This design comes from an exercise in tuning for small area on the open sky130 flow, not from production work.
Function was checked by simulation only, so behaviour that the tests miss may differ from the original.
Power and IR drop assume default switching activity.

==> flow/design.v, too long to show whole: its modules and the start of the top module <==
// module CannyEdge: 631 lines
module CannyEdge(dAddrRegRow, dAddrRegCol, bWE, bCE, InData, OutData,
	OPMode, bOPEnable, dReadReg, dWriteReg,	clk, rst_b);
  // ...
==> flow/flow/run.sh <==
#!/bin/bash
# Layout flow: the standard synthesis; then invopt.py, a netlist pass that
# removes inverters around full adders (same function, same registers); then
# the standard layout, with the port buffers made of the smallest buffer.
# Each tool's output goes to a log file of its own in this folder.
set -euo pipefail
R="$PWD/orfs/results/sky130hd/CannyEdge/base"
bash standard.sh synth > synth.log 2>&1
cp "$R/1_2_yosys.v" std_1_2_yosys.v
python3 flow/invopt.py std_1_2_yosys.v "$R/1_2_yosys.v" > invopt.log 2>&1
rm -f "$R/1_synth.odb" "$R/1_synth.sdc"
export BUFFER_PORTS_ARGS="-buffer_cell sky130_fd_sc_hd__buf_1"
bash standard.sh > layout.log 2>&1
==> flow/flow/invopt.py <==
#!/usr/bin/env python3
"""Removes inverters around full adders in a mapped sky130hd netlist.

A full adder is self-dual: FA(~a,~b,~c) = (~sum, ~cout). For each fa cell,
this script flips it (feeds it the complement of each input and complements
both outputs) when that lowers the number of inverters: an input driven by an
inverter is fed from the inverter's input instead, and an output that drives
inverters feeds their loads directly. Inverters left without loads are
deleted. The function of the netlist is unchanged; registers are untouched.

usage: invopt.py in.v out.v
"""
import re, sys
from collections import defaultdict

src = open(sys.argv[1]).read()
m_mod = re.search(r'^module .*?;\n', src, re.S | re.M)
body_start = m_mod.end()
end = src.rindex('endmodule')
body = src[body_start:end]
cell_re = re.compile(r'^\s*(sky130_fd_sc_hd__\w+)\s+(\\\S+\s|\S+)\s*\((.*?)\);\n', re.S | re.M)
pin_re = re.compile(r'\.(\w+)\(\s*(.*?)\s*\)(?:,|\s*$)', re.S)

decl_lines = []
cells = {}
order = []
pos = 0
first_cell = None
for m in cell_re.finditer(body):
    if first_cell is None:
        first_cell = m.start()
    typ, name, pins = m.group(1), m.group(2).strip(), m.group(3)
    pd = {}
    for pm in pin_re.finditer(pins):
        pd[pm.group(1)] = pm.group(2).strip()
    cells[name] = {'type': typ, 'pins': pd}
    order.append(name)
decls = body[:first_cell]
rest = cell_re.sub('', body[first_cell:])
if rest.strip():
    sys.exit("unexpected netlist content: " + rest.strip()[:200])

OUTPINS = {'X', 'Y', 'Q', 'Q_N', 'SUM', 'COUT', 'HI', 'LO'}
ports = set()
for m in re.finditer(r'^\s*(input|output)\s+(\[\d+:\d+\]\s+)?(\S+);', decls, re.M):
    ports.add(m.group(3))

def is_port(net):
    base = net.split('[')[0]
    return base in ports or net in ports

drv = {}
loads = defaultdict(set)
def rebuild():
    drv.clear(); loads.clear()
    for n, c in cells.items():
        for p, net in c['pins'].items():
            if p in OUTPINS:
                drv[net] = (n, p)
            else:
                loads[net].add((n, p))
rebuild()

def is_inv(n):
    return n in cells and cells[n]['type'].startswith('sky130_fd_sc_hd__inv_')

def inv_of(net):
    """an existing inverter whose input is net, or None"""
    for (c, p) in loads.get(net, ()):
        if is_inv(c):
            return c
    return None

cnt = [0]
newwires = []
def newnet():
    cnt[0] += 1
    n = f"_invopt_n{cnt[0]}_"
    newwires.append(n)
    return n

def newinv(a, y):
    cnt[0] += 1
    name = f"_invopt_i{cnt[0]}_"
    cells[name] = {'type': 'sky130_fd_sc_hd__inv_1', 'pins': {'A': a, 'Y': y}}
    order.append(name)
    drv[y] = (name, 'Y'); loads[a].add((name, 'A'))
    return name

def connect(c, p, net):
    old = cells[c]['pins'][p]
    loads[old].discard((c, p))
    cells[c]['pins'][p] = net
    loads[net].add((c, p))

def delete_if_dead(c):
    if c in cells and is_inv(c):
        y = cells[c]['pins']['Y']
        if not loads.get(y) and not is_port(y):
            a = cells[c]['pins']['A']
            loads[a].discard((c, 'A'))
            del drv[y]
            del cells[c]
            return True
    return False

def gain(f):
    c = cells[f]
    g = 0
    for p in ('A', 'B', 'CIN'):
        n = c['pins'][p]
        d = drv.get(n)
        if d and is_inv(d[0]):
            if len(loads[n]) == 1 and not is_port(n):
                g += 1
        elif n.startswith("1'") or n.startswith("1'b"):
            pass
        else:
            if inv_of(n) is None:
                g -= 1
    for p in ('SUM', 'COUT'):
        n = c['pins'][p]
        if is_port(n):
            return -99
        ls = loads.get(n, set())
        invs = [x for x in ls if is_inv(x[0])]
        others = [x for x in ls if not is_inv(x[0])]
        g += len(invs)
        if others:
            g -= 1
    return g

def flip(f):
    c = cells[f]
    for p in ('A', 'B', 'CIN'):
        n = c['pins'][p]
        d = drv.get(n)
        if n in ("1'h0", "1'b0"):
            connect(f, p, "1'h1")
        elif n in ("1'h1", "1'b1"):
            connect(f, p, "1'h0")
        elif d and is_inv(d[0]):
            src_net = cells[d[0]]['pins']['A']
            connect(f, p, src_net)
            delete_if_dead(d[0])
        else:
            i = inv_of(n)
            if i is None:
                y = newnet()
                newinv(n, y)
                connect(f, p, y)
            else:
                connect(f, p, cells[i]['pins']['Y'])
    for p in ('SUM', 'COUT'):
        n = c['pins'][p]
        pn = newnet()
        del drv[n]
        c['pins'][p] = pn
        drv[pn] = (f, p)
        ls = list(loads.get(n, set()))
        for (lc, lp) in ls:
            if is_inv(lc):
                y = cells[lc]['pins']['Y']
                for (c2, p2) in list(loads.get(y, set())):
                    connect(c2, p2, pn)
                if is_port(y):
                    # keep the inverter as a buffer-less path is not possible
                    continue
                loads[n].discard((lc, 'A'))
                del drv[y]
                del cells[lc]
        if loads.get(n):
            newinv(pn, n)

def ninv():
    return sum(1 for c in cells if is_inv(c))

before = ninv()
fas = [n for n in order if cells[n]['type'].startswith('sky130_fd_sc_hd__fa_')]
def descend():
    changed = True
    p = 0
    while changed and p < 50:
        changed = False
        p += 1
        for f in fas:
            if gain(f) > 0:
                flip(f)
                changed = True
    return p
passes = descend()
# plateau moves: flip adders whose flip keeps the count, then descend again;
# deterministic order, stop when a round brings no gain
for rnd in range(20):
    start = ninv()
    for f in fas:
        if gain(f) == 0:
            flip(f)
            descend()
    if ninv() >= start:
        break
after = ninv()
print(f"inverters: {before} -> {after} (greedy, then plateau moves)", file=sys.stderr)

def fmt(net):
    return net + ' ' if net.startswith('\\') else net

out = [src[:body_start], decls]
for w in newwires:
    out.append(f"  wire {w};\n")
for n in order:
    if n not in cells:
        continue
    c = cells[n]
    pins = ",\n".join(f"    .{p}({fmt(v)})" for p, v in c['pins'].items())
    out.append(f"  {c['type']} {fmt(n)} (\n{pins}\n  );\n")
out.append(src[end:])
open(sys.argv[2], 'w').write("".join(out))
==> flow/standard.sh <==
#!/bin/bash
# synth_recipe.tcl (not shown) runs the flow's synth.tcl, then flattens the netlist and writes it again
# the make line also repeats each setting of config.mk as NAME=value (left out here)
make -C /OpenROAD-flow-scripts/flow DESIGN_CONFIG=/design/flow/config.mk WORK_HOME=/design/flow/orfs CLKGATE_MAP_FILE= SYNTH_SCRIPT=/design/flow/synth_recipe.tcl "${@:-finish}"
==> flow/config.mk <==
export PLATFORM = sky130hd
export DESIGN_NAME = CannyEdge
export DESIGN_NICKNAME = CannyEdge
export VERILOG_FILES = /design/flow/design.v
export SDC_FILE = /design/flow/constraint.sdc
export NUM_CORES = 4
export LEC_CHECK = 0
export CAP_MARGIN = 20
export CORE_MARGIN = 2
export CORE_UTILIZATION = 70
export CTS_BUF_LIST = sky130_fd_sc_hd__clkbuf_16
export CTS_CLUSTER_DIAMETER = 100
export CTS_CLUSTER_SIZE = 20
export PLACE_DENSITY = 0.8
export SLEW_MARGIN = 20
==> flow/constraint.sdc <==
create_clock -name core_clock -period 12.0 [get_ports {clk}]
set_input_delay 2.4000 -clock core_clock [delete_from_list [all_inputs] [get_ports {clk}]]
set_output_delay 2.4000 -clock core_clock [all_outputs]
set_load 0.01 [all_outputs]
==> metrics.cfg, run 1 <==
[timing]
finalCritPeriodShare = 0.770
hold_viol = 0

[cells_and_area]
fin_util = 0.749
sh_seq_area = 0.447
nClkBuffers = 16
signal_buffers = 56
seq_cell_count = 253
final_cell_mix = edfxtp_1, inv_1, fa_1, nand2_1, nor2_1
final_cell_count_no_fill = 1536
multi_input_area_share = 0.453
regArea_sq_um = 7550
layout_commonest_cell = edfxtp_1

[synthesis]
syn-num-nets = 1476
mappedNetlistArea_sq_um = 16100

[place]
dpl.hpwl_microns = 31000
place.gp.congestion = 1.01

[global_routing]
grt_pass1_vias = 10307
antenna_found_initial = 0

[routing]
drt_iter0_drc = 1442
drc = 0

[setup_path]
cp.required_ns = 12.28
startpoint = dAddrRegRow[0]
cp.arrival_ns = 9.51

[clock_network]
cts.clk_slew.worst_paths_ns = 0.09
cts-root-buf = clkbuf_16
cts_setup_buffers = 0
cts_max_path_buffers = 3

[power_and_ir_drop]
sw_frac_of_total = 0.365

[min_path]
min_from = cnt[2]$_DFFE_PN0P_

[outcome]
status = finished clean

==> run 2: changes to the inputs <==
==> flow/flow/run.sh (replaced) <==
#!/bin/bash
# Layout flow.
#  1. the standard synthesis (standard.sh synth).
#  2. The same synthesis script once more, with yosys synth's -noabc, so that
#     the full adders written in the RTL reach extract_fa unchanged (fewer
#     inverters). regmap.py checks that it has exactly the standard
#     synthesis's registers (paired by Q net, same cell types) and gives them
#     the standard instance names; if not, the standard netlist is used.
#  3. invopt.py removes inverters around full adders (same function, same
#     registers).
#  4. the standard layout from that netlist, with the port buffers made of
#     the smallest buffer, clock tree synthesis without dummy loads, and
#     power recovery (downsizing of gates off the critical paths) after global
#     routing.
# Each tool's output goes to a log file of its own in this folder.
set -euo pipefail
R="$PWD/orfs/results/sky130hd/CannyEdge/base"
bash standard.sh synth > synth.log 2>&1
cp "$R/1_2_yosys.v" std_1_2_yosys.v
sed 's/yosys synth -nofsm -noshare /yosys synth -nofsm -noshare -noabc /' synth_recipe.tcl > synth_noabc.tcl
sed -e "s|SYNTH_SCRIPT=[^ ]*|SYNTH_SCRIPT=$PWD/synth_noabc.tcl|" \
    -e "s|WORK_HOME=[^ ]*|WORK_HOME=$PWD/orfs_alt|" standard.sh > standard_alt.sh
SRC=std_1_2_yosys.v
if bash standard_alt.sh synth > synth_alt.log 2>&1 &&
   python3 flow/regmap.py std_1_2_yosys.v orfs_alt/results/sky130hd/CannyEdge/base/1_2_yosys.v alt_1_2_yosys.v > regmap.log 2>&1; then
  SRC=alt_1_2_yosys.v
fi
echo "netlist: $SRC" >> regmap.log
python3 flow/invopt.py "$SRC" "$R/1_2_yosys.v" > invopt.log 2>&1
rm -f "$R/1_synth.odb" "$R/1_synth.sdc"
export BUFFER_PORTS_ARGS="-buffer_cell sky130_fd_sc_hd__buf_1"
export CTS_ARGS="-sink_clustering_enable -repair_clock_nets -sink_clustering_size 20 -sink_clustering_max_diameter 100 -buf_list sky130_fd_sc_hd__clkbuf_16 -dont_use_dummy_load"
export RECOVER_POWER=100
bash standard.sh > layout.log 2>&1
==> flow/flow/regmap.py (new file) <==
#!/usr/bin/env python3
"""Gives the registers of an alternative synthesis netlist the instance names
of the standard synthesis.

usage: regmap.py std.v alt.v out.v

Registers are paired by the net on their Q pin. The script fails (exit 1),
writing nothing, unless both netlists have the same number of registers, each
Q net appears once in each, and paired registers have the same cell type.
"""
import re, sys

SEQ = re.compile(r'sky130_fd_sc_hd__(?:s?e?df\w*|dl\w*)_\d+$')
cell_re = re.compile(r'^(\s*)(sky130_fd_sc_hd__\w+)\s+(\\\S+\s|\S+)(\s*\()(.*?\);\n)', re.S | re.M)

def regs(txt):
    out = {}
    for m in cell_re.finditer(txt):
        typ, name = m.group(2), m.group(3).strip()
        if SEQ.match(typ):
            q = re.search(r'\.Q\(\s*(.*?)\s*\)', m.group(5))
            if not q:
                sys.exit(f"register {name} without Q pin")
            q = q.group(1)
            if q in out:
                sys.exit(f"Q net {q} driven twice")
            out[q] = (typ, name)
    return out

std = open(sys.argv[1]).read()
alt = open(sys.argv[2]).read()
rs, ra = regs(std), regs(alt)
if set(rs) != set(ra):
    sys.exit(f"register sets differ: {sorted(set(rs) ^ set(ra))[:10]}")
for q in rs:
    if rs[q][0] != ra[q][0]:
        sys.exit(f"register on {q}: {rs[q][0]} vs {ra[q][0]}")
newname = {ra[q][1]: rs[q][1] for q in rs}
stdnames = set(newname.values())
taken = set(m.group(3).strip() for m in cell_re.finditer(alt))
def fmt(n):
    return n + ' ' if n.startswith('\\') else n
k = [0]
def sub(m):
    name = m.group(3).strip()
    if name in newname:
        name = newname[name]
    elif name in stdnames:
        k[0] += 1
        name = f"_regmap_c{k[0]}_"
        assert name not in taken
    return f"{m.group(1)}{m.group(2)} {fmt(name)}{m.group(4)}{m.group(5)}"
out = cell_re.sub(sub, alt)
chk = regs(out)
assert all(chk[q] == rs[q] for q in rs)
open(sys.argv[3], 'w').write(out)
print(f"{len(rs)} registers renamed to the standard synthesis names, {k[0]} other cells renamed")
==> run 2 against run 1 <==
  * The layout now fails its checks (max-capacitance violations, max-slew violations)
  * Global-route usage rose by 0.81 points
  * Clock power fell by 3.8%
  * Worst setup slack got worse by 1.0 ns
  * Register-to-register slack improved by 0.09 ns
  * Hold slack improved by 0.095 ns
  * First-iteration DRC count rose by 7.8%
  * Via count fell by 3.4%
  * Critical endpoint unchanged
  * Sequential share of layout area rose by 1.3 points
  * Non-clock buffer count did not move
  * Final cell count fell by 4.4%
  * Clock-buffer cell count did not move
==> metrics.cfg, run 2 <==
[timing]
tightest_slew_ns = 1.86
clock_skew_ns = 0.0249
setup_violations = 0
finalCritPeriodShare = 0.855  ; +0.0855
finalHoldWorstSlack_ns = 0.689
relSlewSlack = -0.245
rsz0062_at_grt = no
fin_ws_ns = 1.74
maxSlewViolCount = 52
fin_tns_setup_ns = 0
hold_viol = 0  ; unchanged
timing.fmax_mhz = 97.4
post-route-min-period_ns = 10.26

[clock_network]
cts-root-buf = clkbuf_16
cts_buffers = 16
clk_latency_ns = 0.50
clkSinkCount = 253
cts_max_path_buffers = 3  ; unchanged
ctsHoldBuffers = 0
htreeDepth = 1
cts.clk_slew.worst_paths_ns = 0.09  ; about the same
cts_tree = yes
cts_setup_buffers = 0  ; unchanged
ctsResizeCount = 0

[global_routing]
grt_max_degree = 49
grt-ovfl-total = 0
grt_pass1_wl_microns = 61300
grt.total_usage = 0.355
grt_pass1_vias = 10004  ; -2.9%
antenna_found_initial = 0  ; unchanged

[routing]
wl_per_cell_microns = 28.0
wl_microns = 41100
dr.pass1.iters = 6
num_vias = 10062
detail-route-antenna-nets = 0
drt_iter0_drc = 1554  ; +7.8%
drc = 0  ; unchanged
drt-vias-per-instance = 6.85

[place]
dpl.hpwl_microns = 31500  ; +1.8%
dp_slack_ns = 2.05
dp_cells = 1453
place.gp.congestion = 1.01  ; about the same
port_buffers = 37

[synthesis]
syn_inst = 1164
avgSynthCellArea_sq_um = 13.4
mappedNetlistArea_sq_um = 15600  ; -2.8%
syn-num-nets = 1422  ; -3.7%
yosysWarnings = 2

[cells_and_area]
largest_reg_flops = 200
final_cell_count_no_fill = 1469  ; -4.4%
layout_commonest_cell = edfxtp_1
top_register = X
finalNetCount = 1449
post_route_cells_drive_above_1_share = 0.0303
fin_util = 0.750  ; +0.00134
regArea_sq_um = 7550  ; unchanged
area_delta_synth_final_pct = 4.99
antenna_cells = 0
fillers = 1385
multi_input_area_sq_um = 7490
final_cell_mix = edfxtp_1, fa_1, inv_1, nand2_1, nor2_1
top_regs = X x200, gacc x15, zf x9

[setup_path]
max_stage_delay_ns = 1.04
cp.required_ns = 12.25  ; -0.03 ns
critPathKind = input port to register
crit_path_cell_trace = buf_1 -> clkbuf_1 -> inv_1 -> a21oi_1 -> a31oi_4 -> clkbuf_1 -> a222oi_1 -> nand2_1 -> fa_1 -> fa_1 -> fa_1 -> fa_1 -> fa_1 -> fa_1 -> fa_1 -> ha_1 -> fa_1 -> ha_1 -> fa_1 -> xnor2_1
cp_max_fo = 31
cp_slowest_cell = clkbuf_1
crit_top_cell = fa_1
worstSetupStartpointType = input port
cp.arrival_ns = 10.51  ; +1.00 ns
end_kind = register

[floorplan]
core_area_sq_um = 21900
dieArea_sq_um = 23600
ios = 38
rows = 54
initial_core_util = 0.715
fp.dieH_microns = 154
die_w_microns = 154

[power_and_ir_drop]
power_density_nw_per_um2 = 186
vdd_drop_max_mv = 0.240
leakagePower_uw = 0.00584

[min_path]
hp-class = register to register

[flow_run]
drv_cap = 2

[outcome]
status = finished with violations
so.violations = max-capacitance violations, max-slew violations

run 2: report_power, final:
| part | leakage, uW | internal, uW | switching [uW] |
|---|---|---|---|
| Sequential | 0.00211 | 1130 | 9.53 |
| Combinational | 0.00352 | 634 | 770 |
| Clock | 0.000197 | 238 | 273 |
run 2: final timing paths:
| check | start | endpoint | slack (ns) | depth (start not counted) |
|---|---|---|---|---|
| setup / recovery | bCE | gacc[14]$_DFFE_PP_ | 1.74 | 20 |
| hold / removal | X[6][3]$_DFFE_PP_ | r_th$_DFFE_PP_ | 0.69 | 1 |
| setup reg to reg | X[12][0]$_DFFE_PP_ | r_dir[0]$_SDFFCE_PP0P_ | 3.22 | 27 |
| hold reg to reg | X[6][3]$_DFFE_PP_ | r_th$_DFFE_PP_ | 0.69 | 1 |
| max in group asynchronous | rst_b | cnt[2]$_DFFE_PN0P_ | 9.98 | 1 |
| min in group asynchronous | rst_b | cnt[1]$_DFFE_PN0P_ | 1.77 | 1 |
run 2: final cells by class:
type,count,area share
Sequential cell,253,0.460
Multi-Input combinational cell,758,0.456
Clock buffer,16,0.0244
Inverter,106,0.0242
Tap cell,280,0.0213
Timing Repair Buffer,56,0.0146
run 2: worst max-delay path, delay by kind of cell:
family / cells / cell delay, ns
buffers and inverters: 4 / 2.02
XOR/XNOR: 1 / 0.13
AO/OA/AOI/OAI: 3 / 1.17
adder cells (fa/ha/maj): 11 / 4.41
AND/OR/NAND/NOR: 1 / 0.34
run 2: stage by stage:
step                      instance area (sq um)  total power, uW
after CTS                                 16500             3080
after global routing                      16400             3290
after global placement                    16100             2440
after detailed placement                  16100             2590
after floorplan                           15600             2170
final                                     16400             3060
run 2: layer usage:
metal / track usage / up-vias / wire [microns] / part of all wire
met2: 0.548 / 697 / 18700 / 0.46
met1: 0.513 / 5019 / 15600 / 0.38
met4: 0.128 / 0 / 1930 / 0.047
met5: 0 / - / 0 / 0
met3: 0.0750 / 108 / 4890 / 0.12
li1: - / 4238 / - / -
==> run 3: changes to the inputs <==
--- a/flow/flow/run.sh
+++ b/flow/flow/run.sh
@@ -10,7 +10,5 @@
 #     registers).
 #  4. the standard layout from that netlist, with the port buffers made of
-#     the smallest buffer, clock tree synthesis without dummy loads, and
-#     power recovery (downsizing of gates off the critical paths) after global
-#     routing.
+#     the smallest buffer and clock tree synthesis without dummy loads.
 # Each tool's output goes to a log file of its own in this folder.
 set -euo pipefail
@@ -31,4 +29,3 @@
 export BUFFER_PORTS_ARGS="-buffer_cell sky130_fd_sc_hd__buf_1"
 export CTS_ARGS="-sink_clustering_enable -repair_clock_nets -sink_clustering_size 20 -sink_clustering_max_diameter 100 -buf_list sky130_fd_sc_hd__clkbuf_16 -dont_use_dummy_load"
-export RECOVER_POWER=100
 bash standard.sh > layout.log 2>&1
--- a/flow/config.mk
+++ b/flow/config.mk
@@ -8,8 +8,8 @@
 export CAP_MARGIN = 20
 export CORE_MARGIN = 2
-export CORE_UTILIZATION = 70
+export CORE_UTILIZATION = 80
 export CTS_BUF_LIST = sky130_fd_sc_hd__clkbuf_16
 export CTS_CLUSTER_DIAMETER = 100
 export CTS_CLUSTER_SIZE = 20
-export PLACE_DENSITY = 0.8
+export PLACE_DENSITY = 0.9
 export SLEW_MARGIN = 20
==> run 3 against run 2 <==
  * The run now finishes clean
  * Via count up 4.4%
  * Sequential share of layout area down 0.12 points
  * Flip-flop and latch count unchanged
  * Die area down 12%
  * Worst setup slack better by 0.55 ns
  * Core utilization up 10 points
  * Highest routed layer is now met5
  * Cell area up 0.26%
  * Largest power group unchanged
  * Wire length up 3.5%
==> metrics.cfg, run 3 <==
[outcome]
status = finished clean

[power_and_ir_drop]
power_uw = 3100  ; +1.3%
sw_frac_of_total = 0.349  ; +0.00505
p_sw_uw = 1080  ; +2.7%
combPwrFrac = 0.465  ; +0.006
power_density_nw_per_um2 = 188  ; +1.0%
p_clk_frac = 0.166  ; about the same
leakagePower_uw = 0.00588  ; +0.83%
seqPwrFrac = 0.369  ; -0.005
vdd_drop_max_mv = 0.189  ; -21%
internal_power_uw = 2020  ; +0.48%

[setup_path]
reg2reg_depth = 26  ; -3.7%
worstSetupStartpointType = input port
cp.required_ns = 12.23  ; -0.02 ns
timing.rr.end = r_dir[1]$_SDFFCE_PP0P_
crit_top_cell = fa_1
cp_max_fo = 48  ; +55%
regToRegSetupSlack_ns = 3.26  ; +0.04 ns
cp.arrival_ns = 9.95  ; -0.56 ns
crit_path_cell_trace = buf_1 -> nand2b_1 -> o221ai_2 -> o32a_2 -> a222oi_1 -> o21ai_0 -> fa_1 -> fa_1 -> fa_1 -> fa_1 -> fa_1 -> fa_1 -> fa_1 -> ha_1 -> fa_1 -> ha_1 -> fa_1 -> xnor2_1
r2r_start = X[0][0]$_DFFE_PP_
cp_slowest_cell = o32a_2
critPathKind = input port to register
max_stage_delay_ns = 0.82  ; -0.22 ns
end_kind = register

[floorplan]
core_area_sq_um = 19300  ; -12%
die_w_microns = 144  ; -6.3%
dieArea_sq_um = 20700  ; -12%
rows = 51  ; -5.6%
ios = 38  ; unchanged
initial_core_util = 0.809  ; +0.0945
fp.dieH_microns = 144  ; -6.3%

[cells_and_area]
top_register = X
fillers = 978  ; -29%
final_cell_mix = edfxtp_1, fa_1, inv_1, nand2_1, nor2_1
post_route_cells_drive_above_1_share = 0.0429  ; +0.0126
largest_reg_flops = 200  ; unchanged
area_delta_synth_final_pct = 5.26
antenna_cells = 0  ; unchanged
top_regs = X x200, gacc x15, zf x9
layout_commonest_cell = edfxtp_1
finalNetCount = 1449  ; unchanged

[min_path]
holdPathEnd = r_th$_DFFE_PP_
min_from = X[6][3]$_DFFE_PP_
min_path_cells = 1  ; unchanged
hp-class = register to register

[global_routing]
grt.total_usage = 0.434  ; +0.0793
grt_max_degree = 49  ; unchanged
grt-ovfl-total = 0  ; unchanged
antenna_found_initial = 1  ; +1
grt_pass1_vias = 10430  ; +4.3%
grt_pass1_wl_microns = 63300  ; +3.3%

[clock_network]
clk_latency_ns = 0.52  ; +0.02 ns
cts_tree = yes
clkSinkCount = 253  ; unchanged
cts_buffers = 16  ; unchanged
ctsResizeCount = 0  ; unchanged
ctsHoldBuffers = 0  ; unchanged
cts_max_path_buffers = 3  ; unchanged
cts-root-buf = clkbuf_16
htreeDepth = 1  ; unchanged
cts.clk_slew.worst_paths_ns = 0.08  ; about the same
cts_setup_buffers = 0  ; unchanged

[routing]
dr.pass1.iters = 9  ; +3
wl_per_cell_microns = 29.3  ; +4.5%
num_vias = 10502  ; +4.4%
detail-route-antenna-nets = 0  ; unchanged
drc = 0  ; unchanged
drt_iter0_drc = 1953  ; +26%
wl_microns = 42600  ; +3.5%
drt-vias-per-instance = 7.22  ; +5.4%

[synthesis]
yosysWarnings = 2  ; unchanged
avgSynthCellArea_sq_um = 13.4  ; unchanged
mappedNetlistArea_sq_um = 15600  ; unchanged
syn-num-nets = 1422  ; unchanged
syn_inst = 1164  ; unchanged

[place]
port_buffers = 37  ; unchanged
place.gp.congestion = 1.08  ; +6.8%
dpl.hpwl_microns = 31600  ; +0.18%

[flow_run]
drv_cap = 0  ; -2

[timing]
setup_violations = 0  ; unchanged
rsz0062_at_grt = no
finalCritPeriodShare = 0.810  ; -0.0456
post-route-min-period_ns = 9.72  ; -0.547 ns
timing.fmax_mhz = 103  ; +5.6%
maxSlewViolCount = 0  ; -100%
fin_tns_setup_ns = 0  ; unchanged
hold_viol = 0  ; unchanged
clock_skew_ns = 0.0470  ; +0.0221 ns
tightest_slew_ns = 1.18  ; -0.686 ns
relSlewSlack = 0.215  ; +0.460

==> run 3: worst max path at each step <==
stage	startpoint	endpoint	slack (ns)	cells after the start
final	dAddrRegRow[1]	gacc[14]$_DFFE_PP_	2.28	18
after global routing	dAddrRegRow[1]	gacc[14]$_DFFE_PP_	1.99	18
after CTS	dAddrRegRow[1]	gacc[14]$_DFFE_PP_	2.48	18
after detailed placement	dAddrRegRow[1]	gacc[14]$_DFFE_PP_	2.03	18
after global placement	dAddrRegRow[1]	gacc[14]$_DFFE_PP_	2.23	18
after floorplan	dAddrRegCol[1]	gacc[14]$_DFFE_PP_	3.04	21
==> run 3: worst max-delay path, delay by kind of cell <==
family,cells,cell delay [ns]
buf+inv,1,0.52
simple gates,1,0.45
xor+xnor,1,0.13
compound gates,4,1.92
fa+ha+maj,11,4.51
==> run 3: power by group through the flow <==
stage | logic [uW] | clock network [uW] | registers (uW)
after floorplan | 1010 | 0 | 1160
after global placement | 1250 | 0 | 1160
after detailed placement | 1420 | 0 | 1160
after CTS | 1430 | 505 | 1140
after global routing | 1650 | 530 | 1140
final | 1440 | 516 | 1140
==> run 3: final cells by class <==
| type | count | area [sq um] | share of cell area |
|---|---|---|---|
| Clock buffer | 16 | 400 | 0.0243 |
| Inverter | 106 | 398 | 0.0242 |
| Multi-Input combinational cell | 758 | 7510 | 0.456 |
| Sequential cell | 253 | 7550 | 0.459 |
| Tap cell | 265 | 332 | 0.0201 |
| Timing Repair Buffer | 56 | 282 | 0.0171 |
==> run 3: metrics by stage <==
step	worst slack [ns]	hold slack (ns)	std cells	util	area [sq um]
3_3_place_gp	2.23	0.651	1437	0.830	16100
3_5_place_dp	2.03	0.655	1437	0.830	16100
5_1_grt	1.99	0.683	1454	0.852	16500
6_report	2.28	0.675	1454	0.852	16500
2_1_floorplan	3.04	0.572	1164	-	15600
4_1_cts	2.48	0.674	1453	0.851	16500
==> run 3: routing by layer <==
| layer | share of wire | vias to the layer above | track usage | wire length [microns] |
|---|---|---|---|---|
| met2 | 0.47 | 989 | 0.696 | 20000 |
| met4 | 0.067 | 2 | 0.203 | 2840 |
| li1 | - | 4239 | - | - |
| met5 | 0.00040 | - | 0 | 17 |
| met3 | 0.14 | 212 | 0.112 | 5880 |
| met1 | 0.33 | 5060 | 0.567 | 13900 |
==> run 4: changes to the inputs <==
--- a/flow/flow/run.sh
+++ b/flow/flow/run.sh
@@ -10,5 +10,5 @@
 #     registers).
 #  4. the standard layout from that netlist, with the port buffers made of
-#     the smallest buffer and clock tree synthesis without dummy loads.
+#     the smallest buffer.
 # Each tool's output goes to a log file of its own in this folder.
 set -euo pipefail
@@ -28,4 +28,3 @@
 rm -f "$R/1_synth.odb" "$R/1_synth.sdc"
 export BUFFER_PORTS_ARGS="-buffer_cell sky130_fd_sc_hd__buf_1"
-export CTS_ARGS="-sink_clustering_enable -repair_clock_nets -sink_clustering_size 20 -sink_clustering_max_diameter 100 -buf_list sky130_fd_sc_hd__clkbuf_16 -dont_use_dummy_load"
 bash standard.sh > layout.log 2>&1
--- a/flow/config.mk
+++ b/flow/config.mk
@@ -8,8 +8,8 @@
 export CAP_MARGIN = 20
 export CORE_MARGIN = 2
-export CORE_UTILIZATION = 80
+export CORE_UTILIZATION = 70
 export CTS_BUF_LIST = sky130_fd_sc_hd__clkbuf_16
 export CTS_CLUSTER_DIAMETER = 100
 export CTS_CLUSTER_SIZE = 20
-export PLACE_DENSITY = 0.9
+export PLACE_DENSITY = 0.8
 export SLEW_MARGIN = 20
==> run 4 against run 3 <==
  * Still clean on timing, DRC and antenna
  * Final cell count up 1.4%
  * Via count decreased by 4.2%
  * Sequential share of layout area is 0.18 points lower
  * Combinational power about the same
  * Power fell by 0.42%
  * Flip-flop and latch count stayed put
  * Synthesized cell count stayed put
  * Die area increased by 14%
  * Wire length decreased by 3.4%
  * Synthesized area is the same
  * Hold slack gained 0.0086 ns
  * Non-clock buffer count unchanged
  * Critical path type unchanged
  * Largest cell class unchanged
==> metrics.cfg, run 4 <==
[clock_network]
cts_setup_buffers = 0  ; unchanged
clkSinkCount = 253  ; unchanged
ctsHoldBuffers = 0  ; unchanged
clk_latency_ns = 0.51  ; about the same
cts_max_path_buffers = 3  ; unchanged
htreeDepth = 1  ; unchanged
cts_tree = yes
cts-root-buf = clkbuf_16
cts_buffers = 16  ; unchanged
ctsResizeCount = 0  ; unchanged
cts.clk_slew.worst_paths_ns = 0.09  ; about the same

[timing]
timing.fmax_mhz = 105  ; +1.7%
maxSlewViolCount = 0  ; unchanged
fin_tns_setup_ns = 0  ; unchanged
hold_viol = 0  ; unchanged
relSlewSlack = 0.257  ; +0.0419
rsz0062_at_grt = no
clock_skew_ns = 0.0254  ; -0.0216 ns
post-route-min-period_ns = 9.55  ; -0.164 ns
finalCritPeriodShare = 0.796  ; -0.0137
setup_violations = 0  ; unchanged
tightest_slew_ns = 1.11  ; -0.0628 ns
finalHoldWorstSlack_ns = 0.684  ; +0.00857 ns

[setup_path]
cp.required_ns = 12.27  ; +0.04 ns
worstSetupStartpointType = input port
cp_max_fo = 24  ; -50%
cp.arrival_ns = 9.82  ; -0.13 ns
critPathKind = input port to register
end_kind = register

[routing]
drt_iter0_drc = 1490  ; -24%
drt-vias-per-instance = 6.82  ; -5.6%
wl_per_cell_microns = 27.9  ; -4.8%
num_vias = 10058  ; -4.2%
drc = 0  ; unchanged
detail-route-antenna-nets = 0  ; unchanged
dr.pass1.iters = 7  ; -2
wl_microns = 41100  ; -3.4%

[cells_and_area]
layout_commonest_cell = edfxtp_1
largest_reg_flops = 200  ; unchanged
final_cell_mix = edfxtp_1, fa_1, inv_1, nand2_1, nor2_1
final_cell_count_no_fill = 1475  ; +1.4%
post_route_cells_drive_above_1_share = 0.0452  ; +0.00230
fin_area_sq_um = 16500  ; +0.40%
finalNetCount = 1449  ; unchanged
top_regs = X x200, gacc x15, zf x9
antenna_cells = 0  ; unchanged
area_delta_synth_final_pct = 5.68
top_register = X

[power_and_ir_drop]
p_sw_uw = 1070  ; -1.1%
seqPwrFrac = 0.370  ; about the same
p_clk_frac = 0.171  ; +0.005
leakagePower_uw = 0.00592  ; +0.55%
vdd_drop_max_mv = 0.235  ; +25%
sw_frac_of_total = 0.347  ; -0.00250
internal_power_uw = 2010  ; about the same
combPwrFrac = 0.459  ; -0.006
power_density_nw_per_um2 = 187  ; -0.82%

[place]
port_buffers = 37  ; unchanged
dpl.hpwl_microns = 31500  ; -0.18%
dp_cells = 1453  ; +1.1%
place.gp.congestion = 1.01  ; -6.4%
dpl_cell_area_sq_um = 16100  ; +0.21%

[synthesis]
syn_inst = 1164  ; unchanged
yosysWarnings = 2  ; unchanged
syn-num-nets = 1422  ; unchanged
avgSynthCellArea_sq_um = 13.4  ; unchanged
mappedNetlistArea_sq_um = 15600  ; unchanged

[global_routing]
grt_pass1_vias = 10005  ; -4.1%
grt-ovfl-total = 0  ; unchanged
grt_max_degree = 49  ; unchanged
grt.total_usage = 0.355  ; -0.0790
grt_pass1_wl_microns = 61300  ; -3.2%
antenna_found_initial = 0  ; -1

[outcome]
status = finished clean

[floorplan]
core_area_sq_um = 21900  ; +13%
fp.dieH_microns = 154  ; +6.7%
dieArea_sq_um = 23600  ; +14%
ios = 38  ; unchanged
die_w_microns = 154  ; +6.7%
initial_core_util = 0.715  ; -0.0945
rows = 54  ; +5.9%

[min_path]
hp-class = register to register

[flow_run]
drv_cap = 0  ; unchanged

[run 4: area by class of cell]
type                    instances  area, sq um
fillers                      1365         5360
clock inverters                 6         38.8
inverters                     106          398
multi-input cells             758         7510
flip-flops and latches        253         7550
well taps                     280          350
clock buffers                  16          400
repair buffers                 56          282
[run 4: worst max-delay path: stages]
cell,delay [ns]
buf_1,0.50
nor2_1,0.14
a222oi_1,0.52
a31oi_4,0.42
buf_4,0.34
a222oi_1,0.55
nand2_1,0.37
fa_1,0.59
fa_1,0.47
fa_1,0.41
fa_1,0.47
fa_1,0.47
fa_1,0.46
fa_1,0.41
ha_1,0.22
fa_1,0.37
ha_1,0.20
fa_1,0.37
xnor2_1,0.13
[run 4: routing by layer]
layer  GRT usage  part of all wire
met1       0.512              0.38
met2       0.544              0.45
met3      0.0755              0.12
met4       0.137             0.047
met5           0                 0
[run 4: final timing paths]
check / start / cells past startpoint / endpoint / slack (ns)
max: dAddrRegCol[1] / 19 / gacc[14]$_DFFE_PP_ / 2.45
min: X[6][3]$_DFFE_PP_ / 1 / r_th$_DFFE_PP_ / 0.68
max reg2reg: X[0][0]$_DFFE_PP_ / 26 / r_dir[0]$_SDFFCE_PP0P_ / 3.32
min reg2reg: X[6][3]$_DFFE_PP_ / 1 / r_th$_DFFE_PP_ / 0.68
max in group asynchronous: rst_b / 1 / cnt[2]$_DFFE_PN0P_ / 10.01
min in group asynchronous: rst_b / 1 / cnt[0]$_DFFE_PN0P_ / 1.75
[run 4: metrics by stage]
stage / power, uW / util / worst slack [ns]
2_1_floorplan: 2170 / - / 3.04
3_3_place_gp: 2440 / 0.735 / 2.14
3_5_place_dp: 2590 / 0.735 / 2.05
4_1_cts: 3100 / 0.755 / 2.56
5_1_grt: 3310 / 0.755 / 2.11
6_report: 3080 / 0.755 / 2.45
[run 4: power groups by stage]
stage               combinational (uW)  sequential, uW  clock, uW
global placement                  1280            1160          0
finish                            1410            1140        527
CTS                               1430            1140        526
floorplan                         1010            1160          0
detailed placement                1430            1160          0
global route                      1610            1140        549

## separate check: timing with driven ports
In the flow no input, the clock included, has a driving cell. The finished layouts below were timed again as built, in two steps. Step 1 sets driving cells, clkbuf_16 on the clock port and buf_2 on the other inputs (assumed; they add their load-dependent delay and slew). Step 2 moves the port delays by t, midway between the first and last clock arrival at a register: inputs arrive t later, outputs are due t later. That takes back most of the time a late clock gives input paths. Three values: ideal, step 1, step 2; two values: the first two.
run | t (ns) | slack for setup (ns) | worst slew at a driven data input, ns | cell pins on the clock port's net
run 1 | 0.561 | 2.761 / 2.785 / 2.224 | 0.03 | 1
run 2 | 0.540 | 1.736 / 1.762 / 1.222 | 0.03 | 1
run 3 | 0.538 | 2.283 / 2.303 / 1.765 | 0.04 | 1
run 4 | 0.548 | 2.448 / 2.472 / 1.924 | 0.03 | 1
The setup slack of run 1, which loses most, moves by +0.024 ns with the drivers and by -0.537 ns with both steps.
